This design comes from an exercise in tuning for small area and a short achievable clock period on the open sky130 flow, not from production work.
In this exercise RTL edits were held to simulation tests only and were not proved equivalent to the original.
Power figures rest on the tool's default switching activity, not on a simulated workload.

## Power_Spec_Cal
module Power_Spec_Cal(
           input wire clk,
           input wire rst,
           input wire dv,
           input wire [9:0] xk_index,
           input wire [24:0] fft_data_out_re,
           input wire [24:0] fft_data_out_im,
           output reg [49:0] Power_Spec,
           output reg data_valid,
           output reg dv_FFT
       );
Size: roughly 2,100 cells after synthesis, ~120 I/O pins.
clock: 8.0 ns
lec_check: 0
cap_margin: 20
core_margin: 2
core_utilization: 40
cts_cluster_diameter: 120
cts_cluster_size: 28
place_density: 0.6
slew_margin: 20
synth_hierarchical: 1
synth_minimum_keep_size: 0
standard.sh (not shown) runs the stock make flow with config.mk's settings and CLKGATE_MAP_FILE= SYNTH_SCRIPT=/design/flow/synth_recipe.tcl, a recipe that flattens the netlist after the stock synthesis.
==> flow/flow/run.sh <==
#!/bin/bash
set -euo pipefail
MARGIN=$(cat flow/margin.txt)
PORTBUF=$(cat flow/port_buffer.txt)
bash standard.sh "SETUP_SLACK_MARGIN=$MARGIN" "BUFFER_PORTS_ARGS=-buffer_cell $PORTBUF" finish > standard_flow.log 2>&1
==> flow/flow/margin.txt <==
5.3
==> flow/flow/port_buffer.txt <==
sky130_fd_sc_hd__buf_1
The baseline finished clean.
==> next run, changes <==
==> flow/flow/margin.txt (replaced) <==
5.4
==> flow/flow/port_buffer.txt (replaced) <==
sky130_fd_sc_hd__buf_2
--- a/flow/config.mk
+++ b/flow/config.mk
@@ -10,5 +10,5 @@
 export CORE_UTILIZATION = 40
 export CTS_CLUSTER_DIAMETER = 120
-export CTS_CLUSTER_SIZE = 28
+export CTS_CLUSTER_SIZE = 25
 export PLACE_DENSITY = 0.6
 export SLEW_MARGIN = 20
Effect: Combinational power rose by about 3%. Non-clock buffer count rose by 5. Final cell count stays flat. Total power rose by about 1.9%. Routed wire length rose by 0.56%. Count of clock-buffer cells in the layout rose by 2. Area after synthesis does not change. Die area stays the same.
==> next run, changes <==
==> flow/flow/margin.txt (replaced) <==
5.3
Outcome:
- final cell count fell by 0.32%
- register-to-register slack is worse by 0.07 ns
- sequential cell count is unchanged
- sequential power goes down by about 1%
- routed wire length falls by 0.35%
- non-clock buffer count is lower by 10

========
Setup of garnet:
Starting RTL as in the previous note.
// Power_Spec_Cal
module Power_Spec_Cal(
           input wire clk,
           input wire rst,
           input wire dv,
           input wire [9:0] xk_index,
           input wire [24:0] fft_data_out_re,
           input wire [24:0] fft_data_out_im,
           output reg [49:0] Power_Spec,
           output reg data_valid,
           output reg dv_FFT
       );
reg [0:1] dv_reg;
always @(posedge clk or posedge rst) begin
    if (rst == 1'b1) begin
        dv_reg[0] <= 1'b0;
        dv_reg[1] <= 1'b0;
        data_valid <= 1'b0;
        dv_FFT <= 1'b0;
    end else begin
        dv_reg[0] <= dv & xk_index[9];
        dv_reg[1] <= dv_reg[0];
        data_valid <= dv_reg[1];
        dv_FFT <= dv;
    end
end
reg [24:0] re1, im1;
always @(posedge clk) begin re1 <= fft_data_out_re; im1 <= fft_data_out_im; end
reg [227:0] r2;
always @(posedge clk) r2[0] <= w0;
always @(posedge clk) r2[1] <= w674;
always @(posedge clk) r2[2] <= w722;
always @(posedge clk) r2[3] <= w1348;
always @(posedge clk) r2[4] <= w2148;
always @(posedge clk) r2[5] <= w2680;
always @(posedge clk) r2[6] <= w1360;
always @(posedge clk) r2[7] <= w2152;
always @(posedge clk) r2[8] <= w2681;
always @(posedge clk) r2[9] <= w2156;
always @(posedge clk) r2[10] <= w2684;
always @(posedge clk) r2[11] <= w2685;
always @(posedge clk) r2[12] <= w2688;
always @(posedge clk) r2[13] <= w2689;
always @(posedge clk) r2[14] <= w2692;
always @(posedge clk) r2[15] <= w2172;
  ...
export LEC_CHECK = 0
export CAP_MARGIN = 20
export CORE_MARGIN = 2
export CORE_UTILIZATION = 40
export CTS_CLUSTER_DIAMETER = 120
export CTS_CLUSTER_SIZE = 25
export PLACE_DENSITY = 0.6
export SLEW_MARGIN = 20
export SYNTH_HIERARCHICAL = 1
export SYNTH_MINIMUM_KEEP_SIZE = 0
create_clock -name core_clock -period 8.0 [get_ports {clk}]
==> flow/flow/margin.txt <==
5.3
==> flow/flow/port_buffer.txt <==
sky130_fd_sc_hd__buf_1
Scripts as last shown in full above: flow/flow/run.sh
> inputs changed (garnet -> violet)
==> flow/flow/margin.txt <==
5.35
## What came out
~same clock-pin slew of the registers on the worst-case setup and hold paths in violet and garnet
Summary of violet over garnet: fraction of the core area covered by cells at the end of the flow has increased; first-iteration DRC count has decreased.
Number of setup buffers added after CTS down 3 in violet wrt garnet
Summary of violet over garnet: total routing resource utilization after global routing shows no meaningful change; clock latency on the worst-skew pair held.
Reported for violet and garnet, buffer and inverter count on the worst path turned out identical to the last digit.
Compared with garnet, in violet reported combinational group power increased about 2%, wire length now sits at about the same level, relative contribution of the clock network to total power closely matched the old numbers.
Changes in indigo relative to violet:
==> flow/flow/margin.txt <==
5.2
==> flow/flow/port_buffer.txt <==
sky130_fd_sc_hd__buf_2
--- outcome ---
indigo vs. violet: portion of total power attributed to the clock network went up by 0.4 points.
[compare] base=violet new=indigo: deepest clock path buffer count shows no meaningful change, number of antenna violations at the first check in global routing shows an increase of 1, logic gate share of total power shows a reduction of 0.7 points.
Design area: indigo vs violet down 310 um2
Changes in amber relative to indigo:
==> flow/flow/run.sh <==
#!/bin/bash
# Layout flow: the standard ORFS flow (standard.sh: standard synthesis,
# floorplan, place, CTS, route, finish), with these changes to how the layout
# is optimised; the clock period and all constraints stay the design's:
#  - the port buffers that the standard flow inserts are the cell in
#    flow/port_buffer.txt instead of the resizer's default choice;
#  - before the resizer's design repair, flow/presize.tcl gives the heavily
#    loaded input registers a stronger drive (same flip-flop type).
# Every tool's output goes to the ORFS logs under orfs/logs/, and the make
# output to standard_flow.log in this folder.
set -euo pipefail
MARGIN=$(cat flow/margin.txt)
PORTBUF=$(cat flow/port_buffer.txt)
bash standard.sh "SETUP_SLACK_MARGIN=$MARGIN" "BUFFER_PORTS_ARGS=-buffer_cell $PORTBUF" \
  "PRE_RESIZE_TCL=$PWD/flow/presize.tcl" finish > standard_flow.log 2>&1
==> flow/flow/margin.txt <==
5.3
==> flow/flow/port_buffer.txt <==
sky130_fd_sc_hd__buf_1
==> flow/flow/presize.tcl (new file) <==
set lc [get_lib_cell sky130_fd_sc_hd__dfxtp_4]
set n 0
foreach inst [get_cells -quiet {re1* im1*}] {
  if {[get_property [get_property $inst liberty_cell] name] eq "sky130_fd_sc_hd__dfxtp_1"} {
    replace_cell $inst $lc
    incr n
  }
}
puts "presize: $n input registers set to dfxtp_4"
### Flow results
Of indigo and amber, amber shows the higher count of plain and timing-repair buffers in the layout, with indigo below it. amber against indigo: net switching power of the design went up, total power after layout went up about 2%, routed wire length ~0 delta, met2 track demand over resource in global routing shows an increase of 0.38 points. Worst ir drop on vdd delta for amber relative to indigo: about 11% lower. Summary: with indigo as the reference, post-route cell area in amber moved up slightly. The number of clock buffers in the layout in amber is 1.4 times that in indigo.

========
P:
Starting RTL as in the previous note.
==> flow/config.mk <==
export PLATFORM = sky130hd
export DESIGN_NAME = Power_Spec_Cal
export DESIGN_NICKNAME = Power_Spec_Cal
export VERILOG_FILES = /design/flow/design.v
export SDC_FILE = /design/flow/constraint.sdc
export NUM_CORES = 4
export LEC_CHECK = 0
export CAP_MARGIN = 20
export CORE_MARGIN = 2
export CORE_UTILIZATION = 40
export CTS_CLUSTER_DIAMETER = 120
export CTS_CLUSTER_SIZE = 25
export PLACE_DENSITY = 0.65
export SLEW_MARGIN = 20
export SYNTH_HIERARCHICAL = 1
export SYNTH_MINIMUM_KEEP_SIZE = 0
==> flow/constraint.sdc <==
create_clock -name core_clock -period 8.0 [get_ports {clk}]
set_input_delay 1.6000 -clock core_clock [delete_from_list [all_inputs] [get_ports {clk}]]
set_output_delay 1.6000 -clock core_clock [all_outputs]
set_load 0.01 [all_outputs]
==> flow/flow/run.sh <==
#!/bin/bash
set -euo pipefail
MARGIN=$(cat flow/margin.txt)
PORTBUF=$(cat flow/port_buffer.txt)
bash standard.sh "SETUP_SLACK_MARGIN=$MARGIN" "BUFFER_PORTS_ARGS=-buffer_cell $PORTBUF" finish > standard_flow.log 2>&1
==> flow/flow/margin.txt <==
5.3
==> flow/flow/port_buffer.txt <==
sky130_fd_sc_hd__buf_2
--- input diff P..Q ---
- swapping 25 for 28 in CTS_CLUSTER_SIZE
- swapping 0.65 for 0.6 in PLACE_DENSITY
## What came out
Q ends up with higher final hold slack than P does.
Q vs. P: clock skew stayed essentially flat; critical path depth rose 1; post-placement cell area did not really move.
Run comparison: Q source of the critical timing path im1[12]$_DFF_P_; P source of the critical timing path re1[1]$_DFF_P_
> inputs changed (Q -> R)
- changing CAP_MARGIN from 20 to 0
- changing SLEW_MARGIN from 20 to 0
- changing CTS_CLUSTER_SIZE from 28 to 25
==> flow/flow/port_buffer.txt <==
sky130_fd_sc_hd__buf_1
## What came out
- On worst setup slack, R and Q are neck and neck.
- Status: minimum clock period after layout parity (Q, R)
- Diff R and Q: clock group share of total power lower in Q
- Diff Q -> R | detail-routed net length per standard cell | decrease of 0.19 um
- R vs. Q: final cell utilization of the core ~0 delta; met3 track demand over resource decreased 0.40 points.
- Looking at worst hold slack after final layout across R and Q, the one that comes out lower is R.
- In terms of maximum operating frequency, R and Q differ only marginally.
- A top metal layer carrying routed signals of met5 is what Q shows, while met4 belongs to R.
- Taking Q as the reference point, the first-pass GRT wire length of R falls by 0.93%.
- Global-route usage over all layers essentially unchanged between Q and R.
- There was hardly any difference in number of cells after detailed placement between Q and R.
Input-level comparison between S and R:
- a change of PLACE_DENSITY from 0.6 to 0.7
- a change of SLEW_MARGIN from 0 to 20
- a change of CORE_UTILIZATION from 40 to 55
- a change of CAP_MARGIN from 0 to 20
==> flow/flow/port_buffer.txt <==
sky130_fd_sc_hd__buf_2
## What came out
Diff S..R | count of buffers from port buffering | negligible
Across both runs, clock-buffer cell count was lower for S than for R.
Footprint of the multi-input gates was lower in S than in R.
Fraction of power spent switching nets across S and R: no real change.
S vs R: antenna cell count down in S
Total wire length after detailed routing: S < R
The met1 routing resource usage after global routing number comes out lower for R vs S.
#### Input delta (T over S)
- TNS_END_PERCENT: unset -> 5
- CORE_UTILIZATION: 55 -> 40
- PLACE_DENSITY: 0.7 -> 0.6
==> results.txt <==
T: flow completed, timing, DRC and antenna clean. Delta (T minus S): number of non-clock inverters in the layout rose by 1.6%; die area rose by about 37%; static leakage stayed essentially flat. Between T and S, it is T whose final critical-path share of the clock period is higher, by 2.3 points. Share of total power in combinational logic, T and S, lower one = T. Per the comparison of T with S, detailed route wirelength on metal3 fell about 14%, power about even. Summary — setup slack, T relative to S: lower, by 0.19 ns. T reports a lower net switching power than S does. Diff S -> T: initial antenna violation count now larger, first-pass GRT wire length rose by 1900 um.

========
## job 738
Starting RTL as in the previous note.
clock: 8.0 ns
lec_check: 0
cap_margin: 20
core_margin: 2
core_utilization: 40
cts_cluster_diameter: 120
cts_cluster_size: 25
gpl_routability_driven: 0
place_density: 0.6
slew_margin: 20
synth_hierarchical: 1
synth_minimum_keep_size: 0
==> flow/flow/port_buffer.txt <==
sky130_fd_sc_hd__buf_1
Scripts as last shown in full above: flow/flow/run.sh, flow/flow/margin.txt
Job 738 has completed all stages; timing, DRC and antenna checks passed.
Setup changes, job 738 to job 9070
-- flow/config.mk --
<<< job 738, line 11
export CTS_CLUSTER_DIAMETER = 120
export CTS_CLUSTER_SIZE = 25
export GPL_ROUTABILITY_DRIVEN = 0
export PLACE_DENSITY = 0.6
export SLEW_MARGIN = 20
export SYNTH_HIERARCHICAL = 1
export SYNTH_MINIMUM_KEEP_SIZE = 0
>>> job 9070, line 11
export CTS_CLUSTER_DIAMETER = 120
export CTS_CLUSTER_SIZE = 25
export PLACE_DENSITY = 0.6
export SLEW_MARGIN = 20
export SYNTH_HIERARCHICAL = 1
export SYNTH_MINIMUM_KEEP_SIZE = 0
export TNS_END_PERCENT = 20
### Flow results
Summary of job 9070 over job 738: fraction of power consumed by combinational cells shows a reduction of 0.2 points; sequential share of layout area went up.
Job 9070 ends up with higher arrival time at the worst endpoint than job 738 does.
Diff job 738 -> job 9070: post-route core utilization went down by 0.34 points, estimated wirelength of the detail-placed design was more or less identical.
Job 9070 — leakage power figure 1.8% lower, job 738 as reference
Job 738 -> job 9070: number of hold-repair buffers added at the cts stage delta 0, exact match
r2[153] as the end of the critical path was reported by job 9070, and r2[131] by job 738.
Detailed-route wire length for job 9070 is lower than for job 738.
## Diff of input files: job 7336 against job 9070
==> flow/config.mk <==
export PLATFORM = sky130hd
export DESIGN_NAME = Power_Spec_Cal
export DESIGN_NICKNAME = Power_Spec_Cal
export VERILOG_FILES = /design/flow/design.v
export SDC_FILE = /design/flow/constraint.sdc
export NUM_CORES = 4
export LEC_CHECK = 0
export CAP_MARGIN = 10
export CORE_MARGIN = 2
export CORE_UTILIZATION = 40
export CTS_CLUSTER_DIAMETER = 120
export CTS_CLUSTER_SIZE = 25
export PLACE_DENSITY = 0.6
export SLEW_MARGIN = 10
export SYNTH_HIERARCHICAL = 1
export SYNTH_MINIMUM_KEEP_SIZE = 0
==> comparison <==
Both conditions hold for job 7336: the flow ran to the end and the final layout passed the timing, design-rule and antenna checks.
Taking job 9070 as the reference, in job 7336 total length of routed wires shows no meaningful change; area used by sequential logic in the layout essentially unchanged; utilization +0.24 points.
There was hardly any difference in total number of vias between job 9070 and job 7336.
Job 9070 leaves less setup margin than job 7336.

-- static timing again, ports no longer ideal --
In the flow no input, the clock included, has a driving cell. The finished layouts below were timed again as built, in two steps. Step 1 assumes that a clkbuf_16 drives the clock port and a buf_2 every other input. Step 2 adds t to the input delays and takes it off the output delays; t is the mean of the earliest and latest rising clock arrival at the registers after step 1. Input paths then give back, and output paths get back, about the clock's delay inside the block. a / b / c = ideal / step 1 / step 2; a / b = the first two.
run	shift t [ns]	setup slack, ns	clock arrival spread, ns	slew at the worst register clock pin (ns)	pins driven straight from the clock port
the first run of note 1	0.647	5.316 / 5.255 / 5.349	0.035 / 0.035	0.12 / 0.12	1
the second run of note 1	0.648	5.318 / 5.258 / 5.388	0.024 / 0.024	0.11 / 0.11	1
the third run of note 1	0.649	5.316 / 5.255 / 5.319	0.021 / 0.021	0.11 / 0.11	1
garnet	0.643	5.326 / 5.266 / 5.346	0.018 / 0.018	0.11 / 0.11	1
violet	0.645	5.326 / 5.266 / 5.369	0.018 / 0.018	0.11 / 0.11	1
indigo	0.650	5.225 / 5.225 / 5.225	0.023 / 0.022	0.11 / 0.11	1
amber	0.649	5.320 / 5.260 / 5.330	0.025 / 0.025	0.12 / 0.12	1
P	0.647	5.270 / 5.252 / 5.270	0.041 / 0.041	0.11 / 0.11	1
Q	0.639	5.322 / 5.273 / 5.322	0.045 / 0.045	0.12 / 0.12	1
R	0.653	5.321 / 5.257 / 5.321	0.016 / 0.017	0.11 / 0.11	1
S	0.641	5.299 / 5.252 / 5.299	0.037 / 0.037	0.11 / 0.11	1
T	0.651	5.113 / 5.113 / 5.113	0.022 / 0.021	0.11 / 0.11	1
job 738	0.658	5.306 / 5.261 / 5.306	0.028 / 0.028	0.11 / 0.11	1
job 9070	0.645	5.273 / 5.250 / 5.273	0.016 / 0.017	0.11 / 0.11	1
job 7336	0.653	5.321 / 5.257 / 5.321	0.016 / 0.017	0.11 / 0.11	1
After both steps setup and hold are still met in every run listed.
